Context: an optimization exercise on an open-source flow, tuned for small area and a short achievable clock period. The choices shown serve that exercise and are no tape-out recipe. At most, simulation tests tie the RTL to the original design; equivalence was not proved. Power figures rest on the tool's default switching activity, not on a simulated workload.

==> inputs of v28 <==
Design DSP, start of the top module:
module DSP (A,B,D,C,CLK,CARRYIN,OPMODE,BCIN,RSTA,RSTB,RSTM,
RSTP,RSTC,RSTD,RSTCARRYIN,RSTOPMODE,CEA,CEB,CEM,CEP,CEC,CED,
CECARRYIN,CEOPMODE,PCIN,BCOUT,PCOUT,P,M,CARRYOUT,CARRYOUTF);
==> flow/config.mk <==
export PLATFORM = sky130hd
export DESIGN_NAME = DSP
export DESIGN_NICKNAME = DSP
export VERILOG_FILES = /design/flow/design.v
export SDC_FILE = /design/flow/constraint.sdc
export NUM_CORES = 4
export LEC_CHECK = 0
export ABC_AREA = 1
export CAP_MARGIN = 20
export CORE_MARGIN = 2
export CORE_UTILIZATION = 40
export CTS_CLUSTER_DIAMETER = 100
export CTS_CLUSTER_SIZE = 22
export SETUP_SLACK_MARGIN = 2.6
export SLEW_MARGIN = 20
export BUFFER_PORTS_ARGS = -buffer_cell sky130_fd_sc_hd__buf_2
export PRE_RESIZE_TCL = /design/flow/flow/ports.tcl
==> flow/constraint.sdc <==
create_clock -name core_clock -period 7.0 [get_ports {CLK}]
set_input_delay 1.4000 -clock core_clock [delete_from_list [all_inputs] [get_ports {CLK}]]
set_output_delay 1.4000 -clock core_clock [all_outputs]
set_load 0.01 [all_outputs]
standard.sh (not shown) runs the stock make flow with config.mk's settings and CLKGATE_MAP_FILE= SYNTH_SCRIPT=/design/flow/synth_recipe.tcl, a recipe that flattens the netlist after the stock synthesis.
==> flow/flow/run.sh <==
#!/bin/bash
# The standard layout (standard.sh: standard synthesis, then ORFS to
# finish), with one change: the port buffers are plain buffers (buf_2 from
# buffer_ports, then buf_1 on the inputs) instead of the delay cell
# buffer_ports picks by default.  Each tool's output is in orfs/logs.
set -euo pipefail
HERE=$(pwd)
cat >> config.mk <<EOC
export BUFFER_PORTS_ARGS = -buffer_cell sky130_fd_sc_hd__buf_2
export PRE_RESIZE_TCL = $HERE/flow/ports.tcl
EOC
bash standard.sh > standard.log 2>&1
==> flow/flow/ports.tcl <==
# Before repair_design: the input ports' buffers become buf_1.
set n 0
foreach bterm [[ord::get_db_block] getBTerms] {
  if {[$bterm getIoType] ne "INPUT"} { continue }
  set net [$bterm getNet]
  if {$net eq "NULL" || [$net getSigType] eq "CLOCK"} { continue }
  foreach iterm [$net getITerms] {
    set inst [$iterm getInst]
    if {[[$inst getMaster] getName] eq "sky130_fd_sc_hd__buf_2"} {
      replace_cell [get_cells [$inst getName]] sky130_fd_sc_hd__buf_1
      incr n
    }
  }
}
puts "flow/ports.tcl: $n input buffers set to buf_1"
==> inputs of v2, as changes to v28 <==
CTS_CLUSTER_DIAMETER = default   (was 100)
CTS_CLUSTER_SIZE = default   (was 22)
SETUP_SLACK_MARGIN = 3.3   (was 2.6)
==> inputs of v20, as changes to v28 <==
CTS_CLUSTER_DIAMETER = default   (was 100)
CTS_CLUSTER_SIZE = default   (was 22)
SETUP_SLACK_MARGIN = 3.0   (was 2.6)
==> run_results.csv <==
group,metric,value,unit
status,outcome,"timing/DRC/antenna clean",
timing,clock_skew,0.0384,ns
final_layout,drive_gt1_frac,0.154,
final_layout,nets,4102,
setup_path,crit_start,"ms[17]$_SDFFE_PP0P_",
clock_network,numCtsBuffers,36,
timing,setup_ws,3.04,ns
setup_path,slowest_delay,0.37,ns
final_layout,clkbuf_count,44,
timing,worst_slew_pin_slew,0.985,ns
the above is filed under v20

==> run_results.csv <==
group,metric,value,unit
clock_network,numCtsBuffers,36,
status,outcome,"timing/DRC/antenna clean",
timing,setup_ws,3.09,ns
synth,synth_most_common_cell,"nand2_1",
setup_path,rr_worst_depth,27,
final_layout,drive_gt1_frac,0.239,
setup_path,crit_start,"B[2]",
setup_path,slowest_delay,0.43,ns
route,routed.top_layer,"met5",
timing,clock_skew,0.0264,ns
timing,worst_slew_pin_slew,1.06,ns
final_layout,nets,4263,
die,rows,89,
the above is filed under v2

==> run_results.csv <==
group,metric,value,unit
status,outcome,"timing/DRC/antenna clean",
final_layout,nets,4024,
timing,worst_slew_pin_slew,0.972,ns
timing,setup_ws,2.71,ns
clock_network,numCtsBuffers,19,
setup_path,slowest_delay,0.61,ns
final_layout,clkbuf_count,21,
timing,clock_skew,0.0181,ns
final_layout,drive_gt1_frac,0.0939,
the above is filed under v28


* * *

==> v4: inputs <==
DSP, a different RTL version from the one above (not shown whole).
Settings: LEC_CHECK=0, ABC_AREA=1, CAP_MARGIN=20, CORE_MARGIN=2, CORE_UTILIZATION=40, SETUP_SLACK_MARGIN=2.5, SLEW_MARGIN=20; clock period 7.0 ns.
run.sh (not shown) runs the stock make flow with config.mk's settings and CLKGATE_MAP_FILE= SYNTH_SCRIPT=/design/flow/synth_recipe.tcl, a recipe that flattens the netlist after the stock synthesis.
Stock flow here: none of the scripts above is used.
==> v11 (differences from v4) <==
==> flow/flow/run.sh (new file) <==
#!/bin/bash
# The standard layout (standard.sh: standard synthesis, then ORFS to
# finish), with one change: the port buffers are plain buffers (buf_2 from
# buffer_ports, then buf_1 on the inputs) instead of the delay cell
# buffer_ports picks by default.  Each tool's output is in orfs/logs.
set -euo pipefail
HERE=$(pwd)
cat >> config.mk <<EOC
export BUFFER_PORTS_ARGS = -buffer_cell sky130_fd_sc_hd__buf_2
export PRE_RESIZE_TCL = $HERE/flow/ports.tcl
EOC
bash standard.sh > standard.log 2>&1
==> flow/flow/ports.tcl (new file) <==
# Before repair_design: the input ports' buffers become buf_1.
set n 0
foreach bterm [[ord::get_db_block] getBTerms] {
  if {[$bterm getIoType] ne "INPUT"} { continue }
  set net [$bterm getNet]
  if {$net eq "NULL" || [$net getSigType] eq "CLOCK"} { continue }
  foreach iterm [$net getITerms] {
    set inst [$iterm getInst]
    if {[[$inst getMaster] getName] eq "sky130_fd_sc_hd__buf_2"} {
      replace_cell [get_cells [$inst getName]] sky130_fd_sc_hd__buf_1
      incr n
    }
  }
}
puts "flow/ports.tcl: $n input buffers set to buf_1"
==> flow/standard.sh (new file) <==
#!/bin/bash
# synth_recipe.tcl (not shown) runs the flow's synth.tcl, then flattens the netlist and writes it again
# the make line also repeats each setting of config.mk as NAME=value (left out here)
make -C /OpenROAD-flow-scripts/flow DESIGN_CONFIG=/design/flow/config.mk WORK_HOME=/design/flow/orfs CLKGATE_MAP_FILE= SYNTH_SCRIPT=/design/flow/synth_recipe.tcl "${@:-finish}"
==> flow/config.mk (replaced) <==
export PLATFORM = sky130hd
export DESIGN_NAME = DSP
export DESIGN_NICKNAME = DSP
export VERILOG_FILES = /design/flow/design.v
export SDC_FILE = /design/flow/constraint.sdc
export NUM_CORES = 4
export LEC_CHECK = 0
export CAP_MARGIN = 20
export CORE_MARGIN = 2
export CORE_UTILIZATION = 40
export SETUP_SLACK_MARGIN = 3.0
export SLEW_MARGIN = 20
export BUFFER_PORTS_ARGS = -buffer_cell sky130_fd_sc_hd__buf_2
export PRE_RESIZE_TCL = /design/flow/flow/ports.tcl
removed: flow/run.sh
==> v14 (differences from v4) <==
--- a/flow/design.v
+++ b/flow/design.v
@@ -26,15 +26,13 @@
   output [35:0] M;
   output CARRYOUT,CARRYOUTF;
   reg [7:0] opm;
   reg [17:0] dr, ar, br;
   reg [47:0] cr, pr;
   reg cyi, cyo;
-  reg [35:0] ms;
-  reg [35:6] mc;
-  reg mk;
+  reg [35:0] mr;
   wire s6 = opm[6];
   wire [18:0] pre_w = {dr, 1'b1} + {B ^ {18{s6}}, s6};
   wire [17:0] pre = pre_w[18:1];
   wire [17:0] b_in = opm[4] ? pre : B;
   always @(posedge CLK) begin
     if (RSTOPMODE) opm <= 8'd0;
@@ -611,50 +609,31 @@
   wire s522 = s520 ^ pp178 ^ c517;
   wire c523 = (s520 & pp178) | (s520 & c517) | (pp178 & c517);
   wire s524 = nc207 ^ c521 ^ pp179;
   wire c525 = (nc207 & c521) | (nc207 & pp179) | (c521 & pp179);
   wire s526 = ns180 ^ pp197 ^ pp198;
   wire c527 = (ns180 & pp197) | (ns180 & pp198) | (pp197 & pp198);
-  wire s528 = neg0 ^ pp1;
-  wire c529 = neg0 & pp1;
-  wire s530 = pp2 ^ c529;
-  wire c531 = pp2 & c529;
-  wire s532 = pp3 ^ s208 ^ c531;
-  wire c533 = (pp3 & s208) | (pp3 & c531) | (s208 & c531);
-  wire s534 = c209 ^ s210 ^ c533;
-  wire c535 = (c209 & s210) | (c209 & c533) | (s210 & c533);
-  wire s536 = s212 ^ s214 ^ c535;
-  wire c537 = (s212 & s214) | (s212 & c535) | (s214 & c535);
-  wire s538 = s216 ^ s218 ^ c537;
-  wire c539 = (s216 & s218) | (s216 & c537) | (s218 & c537);
-  wire [35:0] prod_s = {s526, s524, c519, s518, s514, c503, s502, s494, c477, c467, c455, s454, c429, c415, c399, c383, c367, c351, c335, c319, c305, c291, s288, c267, c257, s254, s244, c231, s228, s222, s538, s536, s534, s532, s530, s528};
-  wire [35:0] prod_c = {c525, c523, s522, c515, c509, s508, c495, c487, s486, s476, s466, c443, s442, s428, s414, s398, s382, s366, s350, s334, s318, s304, s290, s278, s266, s256, s246, s238, s230, s224, 1'b0, 1'b0, 1'b0, 1'b0, 1'b0, 1'b0};
+  wire [35:0] prod_s = {s526, s524, c519, s518, s514, c503, s502, s494, c477, c467, c455, s454, c429, c415, c399, c383, c367, c351, c335, c319, c305, c291, s288, c267, c257, s254, s244, c231, s228, s222, s216, s212, c209, pp3, pp2, neg0};
+  wire [35:0] prod_c = {c525, c523, s522, c515, c509, s508, c495, c487, s486, s476, s466, c443, s442, s428, s414, s398, s382, s366, s350, s334, s318, s304, s290, s278, s266, s256, s246, s238, s230, s224, s218, s214, s210, s208, 1'b0, pp1};
+  wire mk_in = ~(c527);
+  wire [35:0] prod = prod_s + prod_c;
   always @(posedge CLK) begin
-    if (RSTM) ms <= 36'd0;
-    else if (CEM) ms <= prod_s;
+    if (RSTM) mr <= 36'd0;
+    else if (CEM) mr <= prod;
   end
-  always @(posedge CLK) begin
-    if (RSTM) mc <= 30'd0;
-    else if (CEM) mc <= prod_c[35:6];
-  end
-  always @(posedge CLK) begin
-    if (RSTM) mk <= 1'd0;
-    else if (CEM) mk <= c539;
-  end
-  wire [30:0] m_hi = {ms[35:6], 1'b1} + {mc, mk};
-  assign M = {m_hi[30:1], ms[5:0]};
+  assign M = mr;
   wire s7 = opm[7];
-  wire [47:0] x = ({48{opm[1:0] == 2'd1}} & {12'd0, M})
+  wire [47:0] x = ({48{opm[1:0] == 2'd1}} & {12'd0, mr})
                 | ({48{opm[1:0] == 2'd2}} & pr)
                 | ({48{opm[1:0] == 2'd3}} & {dr[11:0], ar, br});
-  wire [47:0] z = ({48{opm[3:2] == 2'd1}} & PCIN)
-                | ({48{opm[3:2] == 2'd2}} & pr)
-                | ({48{opm[3:2] == 2'd3}} & cr);
-  wire [49:0] post_w = {1'b0, z, 1'b1} + {1'b0, x ^ {48{s7}}, cyi ^ s7};
-  wire [47:0] post = post_w[48:1];
-  wire post_c = post_w[49] ^ s7;
+  wire [47:0] zs = (({48{opm[3:2] == 2'd1}} & PCIN)
+                 | ({48{opm[3:2] == 2'd2}} & pr)
+                 | ({48{opm[3:2] == 2'd3}} & cr)) ^ {48{s7}};
+  wire [49:0] t_w = {1'b0, zs, 1'b1} + {1'b0, x, cyi};
+  wire [47:0] post = t_w[48:1] ^ {48{s7}};
+  wire post_c = t_w[49];
   always @(posedge CLK) begin
     if (RSTP) pr <= 48'd0;
     else if (CEP) pr <= post;
   end
   always @(posedge CLK) begin
     if (RSTCARRYIN) cyo <= 1'd0;
==> flow/flow/run.sh (new file) <==
#!/bin/bash
# The standard layout (standard.sh: standard synthesis, then ORFS to
# finish), with one change: the port buffers are plain buffers (buf_2 from
# buffer_ports, then buf_1 on the inputs) instead of the delay cell
# buffer_ports picks by default.  Each tool's output is in orfs/logs.
set -euo pipefail
HERE=$(pwd)
cat >> config.mk <<EOC
export BUFFER_PORTS_ARGS = -buffer_cell sky130_fd_sc_hd__buf_2
export PRE_RESIZE_TCL = $HERE/flow/ports.tcl
EOC
bash standard.sh > standard.log 2>&1
==> flow/flow/ports.tcl (new file) <==
# Before repair_design: the input ports' buffers become buf_1.
set n 0
foreach bterm [[ord::get_db_block] getBTerms] {
  if {[$bterm getIoType] ne "INPUT"} { continue }
  set net [$bterm getNet]
  if {$net eq "NULL" || [$net getSigType] eq "CLOCK"} { continue }
  foreach iterm [$net getITerms] {
    set inst [$iterm getInst]
    if {[[$inst getMaster] getName] eq "sky130_fd_sc_hd__buf_2"} {
      replace_cell [get_cells [$inst getName]] sky130_fd_sc_hd__buf_1
      incr n
    }
  }
}
puts "flow/ports.tcl: $n input buffers set to buf_1"
==> flow/standard.sh (new file) <==
#!/bin/bash
# synth_recipe.tcl (not shown) runs the flow's synth.tcl, then flattens the netlist and writes it again
# the make line also repeats each setting of config.mk as NAME=value (left out here)
make -C /OpenROAD-flow-scripts/flow DESIGN_CONFIG=/design/flow/config.mk WORK_HOME=/design/flow/orfs CLKGATE_MAP_FILE= SYNTH_SCRIPT=/design/flow/synth_recipe.tcl "${@:-finish}"
--- a/flow/config.mk
+++ b/flow/config.mk
@@ -8,6 +8,8 @@
 export ABC_AREA = 1
 export CAP_MARGIN = 20
 export CORE_MARGIN = 2
 export CORE_UTILIZATION = 40
 export SETUP_SLACK_MARGIN = 2.5
 export SLEW_MARGIN = 20
+export BUFFER_PORTS_ARGS = -buffer_cell sky130_fd_sc_hd__buf_2
+export PRE_RESIZE_TCL = /design/flow/flow/ports.tcl
removed: flow/run.sh
==> qor summary <==
                                                                                    v4                       v11                       v14
Outcome                                                        complete, no violations   complete, no violations   complete, no violations
Combinational group share of total power                                         54.5%                     57.0%                     82.8%
Slew Limit Headroom                                                              25.5%                     34.1%                     32.1%
Most common cell after layout, fill and taps aside            sky130_fd_sc_hd__nand2_1   sky130_fd_sc_hd__nor2_1  sky130_fd_sc_hd__nand2_1
Plain + repair buffers                                                             375                       552                       503
Clock period minus final worst setup slack                                     4410 ps                   5320 ps                   5170 ps
Share of synthesized area occupied by flip-flops and latches                     18.2%                     16.4%                     16.3%
Reg-to-reg slack, setup                                                        2590 ps                   1680 ps                   1830 ps
Worst-case setup margin in the final layout                                    2590 ps                   1680 ps                   1830 ps
Cell count after synthesis                                                        3871                      3817                      3712
TAP cells                                                                          837                       931                       773
Finished Layout Cells                                                             4892                      4923                      4801
Most common cell type on the critical path                       sky130_fd_sc_hd__fa_1  sky130_fd_sc_hd__a21oi_2                         -
Inverters, non-clock                                                               620                       176                       562
No functional check of the RTL was part of v14.

* * *

==> trial 74: inputs <==
Starting RTL as in the previous note.
==> flow/design.v (excerpt) <==
module DSP (A,B,D,C,CLK,CARRYIN,OPMODE,BCIN,RSTA,RSTB,RSTM,
RSTP,RSTC,RSTD,RSTCARRYIN,RSTOPMODE,CEA,CEB,CEM,CEP,CEC,CED,
CECARRYIN,CEOPMODE,PCIN,BCOUT,PCOUT,P,M,CARRYOUT,CARRYOUTF);
==> flow/config.mk <==
export PLATFORM = sky130hd
export DESIGN_NAME = DSP
export DESIGN_NICKNAME = DSP
export VERILOG_FILES = /design/flow/design.v
export SDC_FILE = /design/flow/constraint.sdc
export NUM_CORES = 4
export LEC_CHECK = 0
export ABC_AREA = 1
export CAP_MARGIN = 20
export CORE_MARGIN = 2
export CORE_UTILIZATION = 40
export SETUP_SLACK_MARGIN = 3.0
export SLEW_MARGIN = 20
export BUFFER_PORTS_ARGS = -buffer_cell sky130_fd_sc_hd__buf_2
export PRE_RESIZE_TCL = /design/flow/flow/ports.tcl
==> flow/constraint.sdc <==
create_clock -name core_clock -period 7.0 [get_ports {CLK}]
set_input_delay 1.4000 -clock core_clock [delete_from_list [all_inputs] [get_ports {CLK}]]
set_output_delay 1.4000 -clock core_clock [all_outputs]
set_load 0.01 [all_outputs]
standard.sh (not shown) runs the stock make flow with config.mk's settings and CLKGATE_MAP_FILE= SYNTH_SCRIPT=/design/flow/synth_recipe.tcl, a recipe that flattens the netlist after the stock synthesis.
==> flow/flow/run.sh <==
#!/bin/bash
# The standard layout (standard.sh: standard synthesis, then ORFS to
# finish), with one change: the port buffers are plain buffers (buf_2 from
# buffer_ports, then buf_1 on the inputs) instead of the delay cell
# buffer_ports picks by default.  Each tool's output is in orfs/logs.
set -euo pipefail
HERE=$(pwd)
cat >> config.mk <<EOC
export BUFFER_PORTS_ARGS = -buffer_cell sky130_fd_sc_hd__buf_2
export PRE_RESIZE_TCL = $HERE/flow/ports.tcl
EOC
bash standard.sh > standard.log 2>&1
==> flow/flow/ports.tcl <==
# Before repair_design: the input ports' buffers become buf_1.
set n 0
foreach bterm [[ord::get_db_block] getBTerms] {
  if {[$bterm getIoType] ne "INPUT"} { continue }
  set net [$bterm getNet]
  if {$net eq "NULL" || [$net getSigType] eq "CLOCK"} { continue }
  foreach iterm [$net getITerms] {
    set inst [$iterm getInst]
    if {[[$inst getMaster] getName] eq "sky130_fd_sc_hd__buf_2"} {
      replace_cell [get_cells [$inst getName]] sky130_fd_sc_hd__buf_1
      incr n
    }
  }
}
puts "flow/ports.tcl: $n input buffers set to buf_1"
==> build 11: changes against trial 74 <==
--- a/flow/design.v
+++ b/flow/design.v
@@ -24,19 +24,17 @@
   output [47:0] PCOUT;
   output [47:0] P;
   output [35:0] M;
   output CARRYOUT,CARRYOUTF;
   reg [7:0] opm;
   reg [17:0] dr, ar, br;
   reg [47:0] cr, pr;
   reg cyi, cyo;
-  reg [35:0] ms;
-  reg [35:6] mc;
-  reg mk;
+  reg [35:0] mr;
   wire s6 = opm[6];
   wire [18:0] pre_w = {dr, 1'b1} + {B ^ {18{s6}}, s6};
   wire [17:0] pre = pre_w[18:1];
   wire [17:0] b_in = opm[4] ? pre : B;
   always @(posedge CLK) begin
     if (RSTOPMODE) opm <= 8'd0;
     else if (CEOPMODE) opm <= OPMODE;
   end
@@ -609,54 +607,35 @@
   wire s520 = ns160 ^ pp195 ^ pp196;
   wire c521 = (ns160 & pp195) | (ns160 & pp196) | (pp195 & pp196);
   wire s522 = s520 ^ pp178 ^ c517;
   wire c523 = (s520 & pp178) | (s520 & c517) | (pp178 & c517);
   wire s524 = nc207 ^ c521 ^ pp179;
   wire c525 = (nc207 & c521) | (nc207 & pp179) | (c521 & pp179);
   wire s526 = ns180 ^ pp197 ^ pp198;
   wire c527 = (ns180 & pp197) | (ns180 & pp198) | (pp197 & pp198);
-  wire s528 = neg0 ^ pp1;
-  wire c529 = neg0 & pp1;
-  wire s530 = pp2 ^ c529;
-  wire c531 = pp2 & c529;
-  wire s532 = pp3 ^ s208 ^ c531;
-  wire c533 = (pp3 & s208) | (pp3 & c531) | (s208 & c531);
-  wire s534 = c209 ^ s210 ^ c533;
-  wire c535 = (c209 & s210) | (c209 & c533) | (s210 & c533);
-  wire s536 = s212 ^ s214 ^ c535;
-  wire c537 = (s212 & s214) | (s212 & c535) | (s214 & c535);
-  wire s538 = s216 ^ s218 ^ c537;
-  wire c539 = (s216 & s218) | (s216 & c537) | (s218 & c537);
-  wire [35:0] prod_s = {s526, s524, c519, s518, s514, c503, s502, s494, c477, c467, c455, s454, c429, c415, c399, c383, c367, c351, c335, c319, c305, c291, s288, c267, c257, s254, s244, c231, s228, s222, s538, s536, s534, s532, s530, s528};
-  wire [35:0] prod_c = {c525, c523, s522, c515, c509, s508, c495, c487, s486, s476, s466, c443, s442, s428, s414, s398, s382, s366, s350, s334, s318, s304, s290, s278, s266, s256, s246, s238, s230, s224, 1'b0, 1'b0, 1'b0, 1'b0, 1'b0, 1'b0};
+  wire [35:0] prod_s = {s526, s524, c519, s518, s514, c503, s502, s494, c477, c467, c455, s454, c429, c415, c399, c383, c367, c351, c335, c319, c305, c291, s288, c267, c257, s254, s244, c231, s228, s222, s216, s212, c209, pp3, pp2, neg0};
+  wire [35:0] prod_c = {c525, c523, s522, c515, c509, s508, c495, c487, s486, s476, s466, c443, s442, s428, s414, s398, s382, s366, s350, s334, s318, s304, s290, s278, s266, s256, s246, s238, s230, s224, s218, s214, s210, s208, 1'b0, pp1};
+  wire mk_in = ~(c527);
+  wire [35:0] prod = prod_s + prod_c;
   always @(posedge CLK) begin
-    if (RSTM) ms <= 36'd0;
-    else if (CEM) ms <= prod_s;
+    if (RSTM) mr <= 36'd0;
+    else if (CEM) mr <= prod;
   end
-  always @(posedge CLK) begin
-    if (RSTM) mc <= 30'd0;
-    else if (CEM) mc <= prod_c[35:6];
-  end
-  always @(posedge CLK) begin
-    if (RSTM) mk <= 1'd0;
-    else if (CEM) mk <= c539;
-  end
-  wire [30:0] m_hi = {ms[35:6], 1'b1} + {mc, mk};
-  assign M = {m_hi[30:1], ms[5:0]};
+  assign M = mr;
   wire s7 = opm[7];
-  wire [47:0] x = ({48{opm[1:0] == 2'd1}} & {12'd0, M})
+  wire [47:0] x = ({48{opm[1:0] == 2'd1}} & {12'd0, mr})
                 | ({48{opm[1:0] == 2'd2}} & pr)
                 | ({48{opm[1:0] == 2'd3}} & {dr[11:0], ar, br});
-  wire [47:0] z = ({48{opm[3:2] == 2'd1}} & PCIN)
-                | ({48{opm[3:2] == 2'd2}} & pr)
-                | ({48{opm[3:2] == 2'd3}} & cr);
-  wire [49:0] post_w = {1'b0, z, 1'b1} + {1'b0, x ^ {48{s7}}, cyi ^ s7};
-  wire [47:0] post = post_w[48:1];
-  wire post_c = post_w[49] ^ s7;
+  wire [47:0] zs = (({48{opm[3:2] == 2'd1}} & PCIN)
+                 | ({48{opm[3:2] == 2'd2}} & pr)
+                 | ({48{opm[3:2] == 2'd3}} & cr)) ^ {48{s7}};
+  wire [49:0] t_w = {1'b0, zs, 1'b1} + {1'b0, x, cyi};
+  wire [47:0] post = t_w[48:1] ^ {48{s7}};
+  wire post_c = t_w[49];
   always @(posedge CLK) begin
     if (RSTP) pr <= 48'd0;
     else if (CEP) pr <= post;
   end
   always @(posedge CLK) begin
     if (RSTCARRYIN) cyo <= 1'd0;
     else if (CECARRYIN) cyo <= post_c;
   end
==> flow/flow/ports.tcl (replaced) <==
# Before repair_design: the input ports' buffers become buf_1.
set n 0
foreach port [get_ports -quiet *] {
  if {[get_property $port direction] ne "input"} { continue }
  if {[get_name $port] eq "CLK"} { continue }
  set net [get_nets -quiet -of_objects $port]
  if {$net eq ""} { continue }
  foreach pin [get_pins -quiet -of_objects $net] {
    set inst [get_cells -of_objects $pin]
    if {[get_property $inst ref_name] eq "sky130_fd_sc_hd__buf_2"} {
      replace_cell $inst sky130_fd_sc_hd__buf_1
      incr n
    }
  }
}
puts "flow/ports.tcl: $n input buffers set to buf_1"
- SETUP_SLACK_MARGIN: 3.0 -> 2.5
==> trial 68: changes against trial 74 <==
==> flow/run.sh (new file) <==
#!/bin/bash
# synth_recipe.tcl (not shown) runs the flow's synth.tcl, then flattens the netlist and writes it again
# the make line also repeats each setting of config.mk as NAME=value (left out here)
make -C /OpenROAD-flow-scripts/flow DESIGN_CONFIG=/design/flow/config.mk WORK_HOME=/design/flow/orfs CLKGATE_MAP_FILE= SYNTH_SCRIPT=/design/flow/synth_recipe.tcl finish
- BUFFER_PORTS_ARGS: -buffer_cell sky130_fd_sc_hd__buf_2 -> not set
- PRE_RESIZE_TCL: /design/flow/flow/ports.tcl -> not set
- SETUP_SLACK_MARGIN: 3.0 -> not set
removed: flow/flow/run.sh
removed: flow/flow/ports.tcl
removed: flow/standard.sh
==> flow_summary.ini <==
[power_and_ir_drop]
switching_share_pct = 44.9
peakVddDrop_mv = 0.232

[layout]
seq_cell_count = 227

[yosys]
netlist_instances = 3871

[routing]
viasPerCell = 5.24
first_iter_violations = 2326
routedWlPerCell_um = 20.5

[job]
max_cap_violations = 0

[clock_tree]
cts_buffers = 29
path_clk_slew_ps = 60

[die]
fp.dieH_um = 254

[timing]
tightest_slew_ps = 946

[outcome]
status = finished clean

[critical_path]
endpoint_kind = output port

[grt]
met2_usage_pct = 49.8
That was trial 74.
==> flow_summary.ini <==
[outcome]
status = finished clean

[timing]
tightest_slew_ps = 1130

[routing]
routedWlPerCell_um = 20.5
first_iter_violations = 2216

[grt]
antenna_found_initial = 0
met2_usage_pct = 50.7
grt_max_degree = 68

[layout]
multi_input_area_mm2 = 0.0169
seq_cell_count = 227

[power_and_ir_drop]
peakVddDrop_mv = 0.210
switching_share_pct = 44.3

[job]
max_cap_violations = 0

[clock_tree]
cts_buffers = 30

[yosys]
netlist_instances = 3871

[critical_path]
endpoint_kind = flip-flop
That was trial 68.
==> flow_summary.ini <==
[outcome]
status = aborted with a tool error
haltStage = placement repair
error_line = [ERROR STA-0100] unsupported object type Port.

[die]
start_util_pct = 40.7
fp.dieH_um = 249

[yosys]
synthMuxAreaShare_pct = 0
synth_area_leaders = dfxtp_1 (16%), nand2_1 (14%), fa_1 (12%)
ys_seq_area_share_pct = 16.3
netlist_instances = 3712

[placement]
place.gp.congestion = 0.970
That was build 11.
For build 11, only the layout was checked, not whether the RTL still works.

[what the ideal ports hide]
How much do the figures lean on ideal ports? The routed layouts below were timed once more, with nothing changed but the port constraints.
Step 1 sets driving cells, clkbuf_16 on the clock port and buf_2 on the other inputs (assumed; they add their load-dependent delay and slew).
Step 2, shift: input delay + t, output delay - t, t = (earliest + latest rising clock arrival at the registers) / 2. This alone moves slack from input paths to output paths.
a / b / c = ideal ports / drivers / drivers and shift; a / b = the first two.
run	t (ns)	setup WS [ns]	worst setup path at the end	latest minus earliest clock arrival (ns)
v28	0.607	2.705 / 2.705 / 2.351	input to register	0.019 / 0.020
v2	0.620	3.090 / 3.031 / 2.500	input to register	0.027 / 0.026
v20	0.620	3.035 / 2.975 / 2.458	input to register	0.039 / 0.040
v4	0.664	2.589 / 2.569 / 2.577	input to register	0.033 / 0.034
v11	0.657	1.683 / 1.683 / 1.683	register to register	0.046 / 0.045
v14	0.579	1.828 / 1.828 / 1.828	register to register	0.022 / 0.021
trial 74	0.665	3.067 / 3.001 / 3.068	register to register	0.029 / 0.029
trial 68	0.669	2.166 / 2.166 / 2.166	register to register	0.035 / 0.034
After both steps every run listed still meets setup and hold. For v2, which loses most, drivers alone change the setup slack by -0.059 ns; drivers and shift together by -0.590 ns.
